Source: an optimization exercise on an open RTL-to-GDS flow (aim: small area, a short achievable clock period and few clock cycles per item). Production flows keep margins and buffers that such runs may drop.
Only simulation tests tie the RTL to the original design; equivalence was not proved.

==> maple: inputs <==
// ntt_top
module ntt_top (
  input  wire        clk, rst, start,
  input  wire [15:0] din0, din1, din2, din3, din4, din5, din6, din7, din8, din9, din10, din11, din12, din13, din14, din15,
  output wire [15:0] dout0, dout1, dout2, dout3, dout4, dout5, dout6, dout7, dout8, dout9, dout10, dout11, dout12, dout13, dout14, dout15,
  output wire        done
);
Settings: LEC_CHECK=0, CAP_MARGIN=20, CORE_MARGIN=2, CORE_UTILIZATION=30, CTS_BUF_LIST=sky130_fd_sc_hd__clkbuf_8, CTS_CLUSTER_DIAMETER=200, CTS_CLUSTER_SIZE=30, SETUP_SLACK_MARGIN=2.0, SLEW_MARGIN=20, SYNTH_HIERARCHICAL=1, SYNTH_MINIMUM_KEEP_SIZE=0; clock period 22.0 ns.
standard.sh (not shown) runs the stock make flow with config.mk's settings and CLKGATE_MAP_FILE= SYNTH_SCRIPT=/design/flow/synth_recipe.tcl, a recipe that flattens the netlist after the stock synthesis.
==> flow/flow/run.sh <==
#!/bin/bash
# The standard layout (standard.sh: the standard flow's synthesis and ORFS flow), with two
# placement options changed:
#  - port buffers are sky130_fd_sc_hd__buf_1 instead of the default pick;
#  - the constant-0 outputs share tie cells instead of one tie cell per port.
set -euo pipefail
bash standard.sh \
  "BUFFER_PORTS_ARGS=-buffer_cell sky130_fd_sc_hd__buf_1" \
  SKIP_REPAIR_TIE_FANOUT=1 \
  finish > standard_flow.log 2>&1
==> inputs of lagoon, as changes to maple <==
- CTS_BUF_LIST: sky130_fd_sc_hd__clkbuf_8 -> sky130_fd_sc_hd__clkbuf_16
- CTS_CLUSTER_DIAMETER: 200 -> 500
- CTS_CLUSTER_SIZE: 30 -> 80
==> summary of the runs <==
Design area: lagoon is larger than maple (about 0.8%). Hold slack: maple is higher than lagoon (0.0054 ns). In flip-flop and latch count, lagoon and maple do not differ. Against lagoon, the core utilization of maple is lower by 0.24 points.
==> figures <==
Status: maple finished clean; lagoon finished clean
Crit path arrival time: maple 13.16 ns; lagoon 13.18 ns
Drt wl/cell: maple 16.5 um; lagoon 16.5 um
Transition time at the pin with the least slew margin: maple 0.807 ns; lagoon 0.806 ns
Hold slack: maple 0.443 ns; lagoon 0.438 ns
GR met1 Demand/Resource: maple 0.182; lagoon 0.182
Relative slew slack: maple 0.462; lagoon 0.462
Testbench counts of maple, summed over its fixed seeds: cycles 2,400, items 2,400.
Testbench counts of lagoon, summed over its fixed seeds: cycles 2,400, items 2,400.

* * *

==> 08-08 <==
Another version of the RTL of ntt_top (not shown whole).
clock: 22.0 ns
lec_check: 0
cap_margin: 20
core_margin: 2
core_utilization: 50
cts_buf_list: sky130_fd_sc_hd__clkbuf_8
place_density: 0.8
setup_slack_margin: 2.0
slew_margin: 20
synth_hierarchical: 1
synth_minimum_keep_size: 0
Scripts as last shown in full above: flow/flow/run.sh
==> inputs of 03-16, as changes to 08-08 <==
--- a/flow/config.mk
+++ b/flow/config.mk
@@ -8,7 +8,6 @@
 export CAP_MARGIN = 20
 export CORE_MARGIN = 2
-export CORE_UTILIZATION = 50
+export CORE_UTILIZATION = 30
 export CTS_BUF_LIST = sky130_fd_sc_hd__clkbuf_8
-export PLACE_DENSITY = 0.8
 export SETUP_SLACK_MARGIN = 2.0
 export SLEW_MARGIN = 20
==> comparison <==
Between 03-16 and 08-08, the lower cell count is in 08-08 (gap 15%, measured against 08-08).
In synthesized cell count, 03-16 and 08-08 do not differ.
Of 08-08 and 03-16, 08-08 has the higher core utilization (gap 20 points).
Critical path depth is the same in 03-16 and 08-08.
Count of clock-buffer cells in the layout: 08-08 is higher than 03-16 (1).
Of 03-16 and 08-08, 08-08 has the higher sequential share of layout area (gap 0.29 points).
In 03-16 the cell area is higher than in 08-08, by about 2.5%.
Testbench counts of 08-08, summed over its fixed seeds: cycles 2,400, items 2,400.
Testbench counts of 03-16, summed over its fixed seeds: cycles 2,400, items 2,400.

## afterwards: timing with drivers on the ports
How much do the figures lean on ideal ports? The routed layouts below were timed once more, with nothing changed but the port constraints.
Step 1 assumes that a clkbuf_16 drives the clock port and a buf_2 every other input.
Step 2 also shifts input and output timing later by t, the mid clock arrival at the registers, as if the neighbouring blocks saw the same clock.
Slacks: no drivers / after step 1 / after step 2; pairs: no drivers / after step 1.
| run | t (ns) | slack for setup (ns) | worst slew at a driven data input, ns |
|---|---|---|---|
| maple | 0.452 | 4.437 / 4.414 / 4.414 | 0.12 |
| lagoon | 0.411 | 4.425 / 4.402 / 4.402 | 0.11 |
| 08-08 | 0.430 | 3.960 / 3.939 / 3.939 | 0.09 |
| 03-16 | 0.431 | 4.074 / 4.052 / 4.052 | 0.09 |
After both steps setup and hold are still met in every run listed.
